What follows belongs to an exercise in optimizing a design on an open flow for small area; a production flow would make more cautious choices.
The RTL was checked by simulation tests, not by an equivalence proof against the original design.
No driver is modelled on the clock port, so clocking that relies on it looks cheaper here than on a real chip.
Power figures rest on the tool's default switching activity, not on a simulated workload.

==> garnet <==
==> flow/design.v (excerpt) <==
module top(
    input ck, reset,
    input start_button, reflex_button,
    output CA, CB, CC, CD, CE, CF, CG, DP,
    output led, block,
    output [7:0] AN
);
    localparam [3:0] S_IDLE = 4'd0, S_WR = 4'd1, S_T = 4'd2, S_CMP = 4'd3, S_LM = 4'd4;
    reg [3:0] st;
    reg [5:0] r6;        
    reg [9:0] ds;        
    reg [5:0] val;       
    reg [9:0] kl;        
    reg [1:0] err;       
    reg [3:0] ncnt0, ncnt1, ncnt2, ncnt3;
    reg [3:0] nrec0, nrec1, nrec2, nrec3;
    wire [3:0] cnt0 = ~ncnt0, cnt1 = ~ncnt1, cnt2 = ~ncnt2, cnt3 = ~ncnt3;
    wire [3:0] rec0 = ~nrec0, rec1 = ~nrec1, rec2 = ~nrec2, rec3 = ~nrec3;
    reg [3:0] rf;        
    reg [2:0] sel;
    reg ge;              
    wire in_idle = (st == S_IDLE);
    wire in_wr = (st == S_WR);
    wire in_t = (st == S_T);
    wire in_cmp = (st == S_CMP);
    wire in_lm = (st == S_LM);
    wire in_lock = st[3];
    wire [1:0] w = st[1:0];
    wire [15:0] k = {val, kl};
    wire k_fb = ~(k[15] ^ k[9] ^ k[3] ^ k[0]);
    wire lock_hit = (k[15:2] == 14'b11010011000000);
    wire ms_tick = in_t & k[10];
    wire wrap = ms_tick | lock_hit;
    wire lock_end = k[2];
    wire en_ds = (ds[8:0] == 9'd278);
    wire zero = ~|val;
    wire r6_top = r6[0] ^ (r6[5] | ~|r6[4:1]);
  ...
==> module top, before the edit <==
module top(
    input ck, reset,
    input start_button, reflex_button,
    output CA, CB, CC, CD, CE, CF, CG, DP,
    output led, block,
    output [7:0] AN
);
    localparam [3:0] S_IDLE = 4'd0, S_WR = 4'd1, S_T = 4'd2, S_CMP = 4'd3, S_LM = 4'd4;
    reg [3:0] st;
    reg [5:0] r6;        
    reg [9:0] ds;        
    reg [5:0] val;       
    reg [9:0] kl;        
    reg [1:0] err;       
    reg [3:0] ncnt0, ncnt1, ncnt2, ncnt3;
    reg [3:0] nrec0, nrec1, nrec2, nrec3;
    wire [3:0] cnt0 = ~ncnt0, cnt1 = ~ncnt1, cnt2 = ~ncnt2, cnt3 = ~ncnt3;
    wire [3:0] rec0 = ~nrec0, rec1 = ~nrec1, rec2 = ~nrec2, rec3 = ~nrec3;
    reg [3:0] rf;        
    reg [2:0] sel;
    reg ge;              
    wire in_idle = (st == S_IDLE);
    wire in_wr = (st == S_WR);
    wire in_t = (st == S_T);
    wire in_cmp = (st == S_CMP);
    wire in_lm = (st == S_LM);
    wire in_lock = st[3];
    wire [1:0] w = st[1:0];
    wire [15:0] k = {val, kl};
    wire k_fb = ~(k[15] ^ k[9] ^ k[3] ^ k[0]);
    wire lock_hit = (k[15:2] == 14'b11010011000000);
    wire ms_tick = in_t & k[10];
    wire wrap = ms_tick | lock_hit;
    wire lock_end = k[2];
    wire en_ds = (ds[8:0] == 9'd278);
    wire zero = ~|val;
    wire r6_top = r6[0] ^ (r6[5] | ~|r6[4:1]);
    wire val_fb = val[5] ^ (val[4] | ~|val[3:0]);
    wire [1:0] err_inc = {err[1] | err[0], err[1] | ~err[0]};
    wire eq = ({cnt3, cnt2, cnt1, cnt0} == {rec3, rec2, rec1, rec0});
    wire is_new = ~(ge | eq);
    wire clr_cnt = ~(in_t | in_cmp);
    reg [3:0] st_n;
    always @(*) begin
        if (in_lock) begin
            if (w == 2'd0) st_n = lock_end ? S_IDLE : st;
            else st_n = lock_hit ? {2'b10, w[1] & w[0], ~w[0]} : st;
        end else begin
            case (st)
                S_IDLE: st_n = start_button ? S_WR : S_IDLE;
                S_WR:   st_n = zero ? S_T : (reflex_button ? {2'b10, err_inc} : S_WR);
                S_T:    st_n = reflex_button ? S_CMP : S_T;
                S_CMP:  st_n = start_button ? (is_new ? S_LM : S_WR) : S_CMP;
                default: st_n = S_WR;
            endcase
        end
    end
    always @(posedge ck or posedge reset)
        if (reset) st <= S_IDLE;
        else st <= st_n;
    reg rf_fb;
    always @(*) begin
        case (rf)
            4'd0, 4'd2, 4'd5, 4'd11, 4'd7: rf_fb = 1'b1;
            4'd1, 4'd15, 4'd14, 4'd12, 4'd8: rf_fb = 1'b0;
            default: rf_fb = 1'bx;
        endcase
    end
    wire rf9 = rf[3] & ~rf[2] & ~rf[1];
    always @(posedge ck or posedge reset)
        if (reset) begin
            r6 <= 6'd0;
            ds <= 10'd556;
            err <= 2'd0;
            rf <= 4'd0;
            sel <= 3'd0;
        end else begin
            r6 <= {r6_top, r6[5:1]};
            ds <= {ds[8:0], ds[9] ^ ds[2] ^ en_ds};
            if (in_wr & ~zero & reflex_button) err <= err_inc;
            rf <= {rf[2:0], rf_fb};
            if (rf9) sel <= {sel[2] ^ (sel[1] & sel[0]), sel[1] ^ sel[0], ~sel[0]};
        end
    always @(posedge ck) begin
        if (in_wr) begin
            kl <= 10'd0;
            if (reflex_button) val <= 6'd0;
            else if (en_ds & ~zero) val <= {val[4:0], val_fb};
        end else if (in_t | in_lock) begin
            if (wrap) {val, kl} <= 16'd1;
            else {val, kl} <= {k[14:0], k_fb};
        end else begin
            val <= r6;
            kl <= 10'd0;
        end
    end
    function [3:0] inc10(input [3:0] d);
        inc10 = {(d[3] & ~d[0]) | (d[2] & d[1] & d[0]), d[2] ^ (d[1] & d[0]), (d[1] ^ d[0]) & ~d[3], ~d[0]};
    endfunction
    wire c0 = ms_tick & cnt0[3] & cnt0[0];
    wire c1 = c0 & cnt1[3] & cnt1[0];
    wire c2 = c1 & cnt2[3] & cnt2[0];
    wire c3 = c2 & cnt3[3] & cnt3[0];
    always @(posedge ck or posedge reset)
        if (reset) begin
            ncnt0 <= ~4'd9; ncnt1 <= ~4'd9; ncnt2 <= ~4'd9; ncnt3 <= ~4'd9;
        end else if (clr_cnt) begin
            ncnt0 <= ~4'd0; ncnt1 <= ~4'd0; ncnt2 <= ~4'd0; ncnt3 <= ~4'd0;
        end else begin
            if (ms_tick) ncnt0 <= ~inc10(cnt0);
            if (c0) ncnt1 <= ~inc10(cnt1);
            if (c1) ncnt2 <= ~inc10(cnt2);
            if (c2) ncnt3 <= ~inc10(cnt3);
        end
    always @(posedge ck)
        ge <= ~clr_cnt & ~c3 & (ge | eq);
    always @(posedge ck)
        if (in_lm | reset) begin
            nrec0 <= ncnt0; nrec1 <= ncnt1; nrec2 <= ncnt2; nrec3 <= ncnt3;
        end
    reg [3:0] dig;
    always @(*) begin
        case (sel)
            3'd0: dig = cnt0;
            3'd1: dig = cnt1;
            3'd2: dig = cnt2;
            3'd3: dig = cnt3;
            3'd4: dig = rec0;
            3'd5: dig = rec1;
            3'd6: dig = rec2;
            default: dig = rec3;
        endcase
    end
    reg [6:0] seg;
    always @(*) begin
        case (dig)
            4'd0: seg = 7'b0000001;
            4'd1: seg = 7'b1001111;
            4'd2: seg = 7'b0010010;
            4'd3: seg = 7'b0000110;
            4'd4: seg = 7'b1001100;
            4'd5: seg = 7'b0100100;
            4'd6: seg = 7'b0100000;
            4'd7: seg = 7'b0001111;
            4'd8: seg = 7'b0000000;
            4'd9: seg = 7'b0000100;
            default: seg = 7'bxxxxxxx;
        endcase
    end
    assign {CA, CB, CC, CD, CE, CF, CG} = seg;
    assign AN = ~(8'd1 << sel);
    assign DP = ~(sel[1] & sel[0]);
    assign led = in_t;
    assign block = in_lock;
endmodule
Settings: LEC_CHECK=0, ABC_AREA=1, CAP_MARGIN=20, CORE_MARGIN=2, CORE_UTILIZATION=40, SLEW_MARGIN=20; clock period 10.0 ns.
standard.sh (not shown) runs the stock make flow with config.mk's settings and CLKGATE_MAP_FILE= SYNTH_SCRIPT=/design/flow/synth_recipe.tcl, a recipe that flattens the netlist after the stock synthesis.
==> flow/flow/run.sh <==
#!/bin/bash
# Standard ORFS layout (the standard.sh), with these changes:
#  - synthesis maps logic with an area-oriented ABC script (flow/abc_area.script);
#    everything else in synthesis, including register mapping, is the standard one
#  - port buffers use the smallest buffer cell
#  - clock tree synthesis arguments from flow/cts_args.txt (no dummy loads)
# Each step's full output goes to a log file in the work folder.
set -euo pipefail
W=$PWD
rm -rf "$W/myscripts"
cp -r "$FLOW_HOME/scripts" "$W/myscripts"
cp "$W/flow/abc_area.script" "$W/myscripts/abc_area.script"
SCRIPTS_DIR="$W/myscripts" bash "$W/standard.sh" synth > "$W/synth.log" 2>&1
export BUFFER_PORTS_ARGS="-buffer_cell sky130_fd_sc_hd__buf_1"
export CTS_ARGS="$(cat "$W/flow/cts_args.txt")"
bash "$W/standard.sh" > "$W/layout.log" 2>&1
==> flow/flow/abc_area.script <==
strash
dc2
balance -l
resub -K 6 -l
rewrite -l
resub -K 6 -N 2 -l
refactor -l
resub -K 8 -l
balance -l
resub -K 8 -N 2 -l
rewrite -l
resub -K 10 -l
rewrite -z -l
resub -K 10 -N 2 -l
balance -l
resub -K 12 -l
refactor -z -l
resub -K 12 -N 2 -l
rewrite -z -l
balance -l
&get -n
&dch -f
&nf -p -R 1000
&put
topo
==> flow/flow/cts_args.txt <==
-sink_clustering_enable -repair_clock_nets -buf_list sky130_fd_sc_hd__clkbuf_8 -sink_clustering_size 20 -dont_use_dummy_load
==> inputs of harbor, as changes to garnet <==
--- a/flow/design.v
+++ b/flow/design.v
@@ -20,5 +20,4 @@
     reg [3:0] rf;        
     reg [2:0] sel;
-    reg ge;              
     wire in_idle = (st == S_IDLE);
     wire in_wr = (st == S_WR);
@@ -39,6 +38,13 @@
     wire val_fb = val[5] ^ (val[4] | ~|val[3:0]);
     wire [1:0] err_inc = {err[1] | err[0], err[1] | ~err[0]};
-    wire eq = ({cnt3, cnt2, cnt1, cnt0} == {rec3, rec2, rec1, rec0});
-    wire is_new = ~(ge | eq);
+    wire [15:0] ca = {cnt3, cnt2, cnt1, cnt0};
+    wire [15:0] cb = {rec3, rec2, rec1, rec0};
+    wire [16:0] bw;
+    assign bw[0] = 1'b0;
+    genvar gi;
+    generate for (gi = 0; gi < 16; gi = gi + 1) begin : g_cmp
+        assign bw[gi+1] = (~ca[gi] & cb[gi]) | (~ca[gi] & bw[gi]) | (cb[gi] & bw[gi]);
+    end endgenerate
+    wire is_new = bw[16];
     wire clr_cnt = ~(in_t | in_cmp);
     reg [3:0] st_n;
@@ -115,6 +121,4 @@
         end
     always @(posedge ck)
-        ge <= ~clr_cnt & ~c3 & (ge | eq);
-    always @(posedge ck)
         if (in_lm | reset) begin
             nrec0 <= ncnt0; nrec1 <= ncnt1; nrec2 <= ncnt2; nrec3 <= ncnt3;
==> flow/flow/run.sh (replaced) <==
#!/bin/bash
# Standard ORFS layout (the standard.sh), with these changes:
#  - synthesis maps logic with an area-oriented ABC script (flow/abc_area.script) and
#    without the adder-cell extraction step (ADDER_MAP_FILE empty); register mapping and
#    everything else in synthesis is the standard one
#  - port buffers use the smallest buffer cell
#  - clock tree synthesis arguments from flow/cts_args.txt (no dummy loads)
# Each step's full output goes to a log file in the work folder.
set -euo pipefail
W=$PWD
rm -rf "$W/myscripts"
cp -r "$FLOW_HOME/scripts" "$W/myscripts"
cp "$W/flow/abc_area.script" "$W/myscripts/abc_area.script"
SCRIPTS_DIR="$W/myscripts" ADDER_MAP_FILE= bash "$W/standard.sh" synth > "$W/synth.log" 2>&1
export BUFFER_PORTS_ARGS="-buffer_cell sky130_fd_sc_hd__buf_1"
export CTS_ARGS="$(cat "$W/flow/cts_args.txt")"
bash "$W/standard.sh" > "$W/layout.log" 2>&1
--- a/flow/flow/abc_area.script
+++ b/flow/flow/abc_area.script
@@ -20,4 +20,5 @@
 balance -l
 &get -n
+&deepsyn -T 30
 &dch -f
 &nf -p -R 1000
==> flow/flow/cts_args.txt (replaced) <==
-sink_clustering_enable -repair_clock_nets -buf_list sky130_fd_sc_hd__clkbuf_4 -dont_use_dummy_load
==> inputs of amber, as changes to garnet <==
--- a/flow/design.v
+++ b/flow/design.v
@@ -7,6 +7,6 @@
     output [7:0] AN
 );
-    localparam [3:0] S_IDLE = 4'd0, S_WR = 4'd1, S_T = 4'd2, S_CMP = 4'd3, S_LM = 4'd4;
-    reg [3:0] st;
+    localparam [2:0] S_IDLE = 3'd0, S_WR = 3'd1, S_T = 3'd2, S_CMP = 3'd3, S_LM = 3'd4, S_L1 = 3'd5;
+    reg [2:0] st;
     reg [5:0] r6;        
     reg [9:0] ds;        
@@ -20,5 +20,4 @@
     reg [3:0] rf;        
     reg [2:0] sel;
-    reg ge;              
     wire in_idle = (st == S_IDLE);
     wire in_wr = (st == S_WR);
@@ -26,5 +25,5 @@
     wire in_cmp = (st == S_CMP);
     wire in_lm = (st == S_LM);
-    wire in_lock = st[3];
+    wire in_lock = st[2] & (st[1] | st[0]);
     wire [1:0] w = st[1:0];
     wire [15:0] k = {val, kl};
@@ -33,5 +32,4 @@
     wire ms_tick = in_t & k[10];
     wire wrap = ms_tick | lock_hit;
-    wire lock_end = k[2];
     wire en_ds = (ds[8:0] == 9'd278);
     wire zero = ~|val;
@@ -39,16 +37,23 @@
     wire val_fb = val[5] ^ (val[4] | ~|val[3:0]);
     wire [1:0] err_inc = {err[1] | err[0], err[1] | ~err[0]};
-    wire eq = ({cnt3, cnt2, cnt1, cnt0} == {rec3, rec2, rec1, rec0});
-    wire is_new = ~(ge | eq);
+    wire [15:0] ca = {cnt3, cnt2, cnt1, cnt0};
+    wire [15:0] cb = {rec3, rec2, rec1, rec0};
+    wire [16:0] bw;
+    assign bw[0] = 1'b0;
+    genvar gi;
+    generate for (gi = 0; gi < 16; gi = gi + 1) begin : g_cmp
+        assign bw[gi+1] = (~ca[gi] & cb[gi]) | (~ca[gi] & bw[gi]) | (cb[gi] & bw[gi]);
+    end endgenerate
+    wire is_new = bw[16];
     wire clr_cnt = ~(in_t | in_cmp);
-    reg [3:0] st_n;
+    reg [2:0] st_n;
     always @(*) begin
         if (in_lock) begin
-            if (w == 2'd0) st_n = lock_end ? S_IDLE : st;
-            else st_n = lock_hit ? {2'b10, w[1] & w[0], ~w[0]} : st;
+            if (lock_hit) st_n = (st == S_L1) ? S_IDLE : {1'b1, w[1] & w[0], ~w[0]};
+            else st_n = st;
         end else begin
             case (st)
                 S_IDLE: st_n = start_button ? S_WR : S_IDLE;
-                S_WR:   st_n = zero ? S_T : (reflex_button ? {2'b10, err_inc} : S_WR);
+                S_WR:   st_n = zero ? S_T : (reflex_button ? {1'b1, err_inc} : S_WR);
                 S_T:    st_n = reflex_button ? S_CMP : S_T;
                 S_CMP:  st_n = start_button ? (is_new ? S_LM : S_WR) : S_CMP;
@@ -86,6 +91,8 @@
         if (in_wr) begin
             kl <= 10'd0;
-            if (reflex_button) val <= 6'd0;
-            else if (en_ds & ~zero) val <= {val[4:0], val_fb};
+            if (~zero) begin
+                if (reflex_button) val <= 6'b111000;
+                else if (en_ds) val <= {val[4:0], val_fb};
+            end
         end else if (in_t | in_lock) begin
             if (wrap) {val, kl} <= 16'd1;
@@ -114,6 +121,4 @@
             if (c2) ncnt3 <= ~inc10(cnt3);
         end
-    always @(posedge ck)
-        ge <= ~clr_cnt & ~c3 & (ge | eq);
     always @(posedge ck)
         if (in_lm | reset) begin
==> flow/flow/run.sh (replaced) <==
#!/bin/bash
# Standard ORFS layout (the standard.sh), with these changes:
#  - synthesis maps logic with an area-oriented ABC script (flow/abc_area.script) and
#    without the adder-cell extraction step (ADDER_MAP_FILE empty); register mapping and
#    everything else in synthesis is the standard one
#  - port buffers use the smallest buffer cell
#  - clock tree synthesis arguments from flow/cts_args.txt (no dummy loads), then
#    flow/post_cts.tcl upsizes the clock buffers whose clock pins see the most slew
# Each step's full output goes to a log file in the work folder.
set -euo pipefail
W=$PWD
rm -rf "$W/myscripts"
cp -r "$FLOW_HOME/scripts" "$W/myscripts"
cp "$W/flow/abc_area.script" "$W/myscripts/abc_area.script"
SCRIPTS_DIR="$W/myscripts" ADDER_MAP_FILE= bash "$W/standard.sh" synth > "$W/synth.log" 2>&1
export BUFFER_PORTS_ARGS="-buffer_cell sky130_fd_sc_hd__buf_1"
export CTS_ARGS="$(cat "$W/flow/cts_args.txt")"
export POST_CTS_TCL="$W/flow/post_cts.tcl"
bash "$W/standard.sh" > "$W/layout.log" 2>&1
--- a/flow/flow/abc_area.script
+++ b/flow/flow/abc_area.script
@@ -20,4 +20,5 @@
 balance -l
 &get -n
+&deepsyn -T 30
 &dch -f
 &nf -p -R 1000
==> flow/flow/cts_args.txt (replaced) <==
-sink_clustering_enable -repair_clock_nets -buf_list sky130_fd_sc_hd__clkbuf_4 -dont_use_dummy_load
==> flow/flow/post_cts.tcl (new file) <==
set_propagated_clock [all_clocks]
estimate_parasitics -placement
foreach inst [get_cells clkbuf_*] {
  if { [get_property $inst ref_name] ne "sky130_fd_sc_hd__clkbuf_4" } { continue }
  set out [get_pins -of_objects $inst -filter "direction == output"]
  set worst 0
  foreach p [get_pins -of_objects [get_nets -of_objects $out] -filter "direction == input"] {
    if { [get_property $p lib_pin_name] ne "CLK" } { continue }
    set s [get_property $p slew_max]
    if { $s > $worst } { set worst $s }
  }
  if { $worst > 0.105 } {
    puts "post_cts: upsizing [get_full_name $inst] (clock pin slew [format %.1f [expr {$worst * 1000}]] ps)"
    replace_cell $inst sky130_fd_sc_hd__clkbuf_8
  }
}
detailed_placement
estimate_parasitics -placement
Settings changed: CORE_UTILIZATION 40 to 60.
==> run summary <==
Power: harbor < amber < garnet.
The lowest sequential power belongs to amber, the highest to garnet.
The lowest synthesized cell count belongs to amber, the highest to garnet.
In clock-buffer cell count, amber and harbor do not differ.
Sequential share of layout area: harbor > amber > garnet.
Worst setup slack: harbor > amber > garnet.
Clock power, highest first: garnet, amber, harbor.
Hold slack, highest first: harbor, garnet, amber.

re-timing with driven ports:
In the flow no input, the clock included, has a driving cell. The finished layouts below were timed again as built, in two steps. Step 1, drivers: a clkbuf_16 drives ck and a buf_2 each remaining input, both assumed. Step 2 moves the port delays by t, midway between the first and last clock arrival at a register: inputs arrive t later, outputs are due t later. That takes back most of the time a late clock gives input paths. Three values: ideal ports, drivers, drivers and shift; two values: the first two.
run | t (ns) | slack for setup (ns) | hold WS [ns] | cell pins on the clock port's net
garnet | 0.355 | 4.638 / 4.608 / 4.963 | 0.372 / 0.372 / 0.372 | 1
harbor | 0.428 | 4.832 / 4.803 / 5.232 | 0.383 / 0.383 / 0.383 | 1
amber | 0.451 | 4.765 / 4.736 / 5.186 | 0.364 / 0.364 / 0.364 | 1
After both steps setup and hold are still met in every run listed.
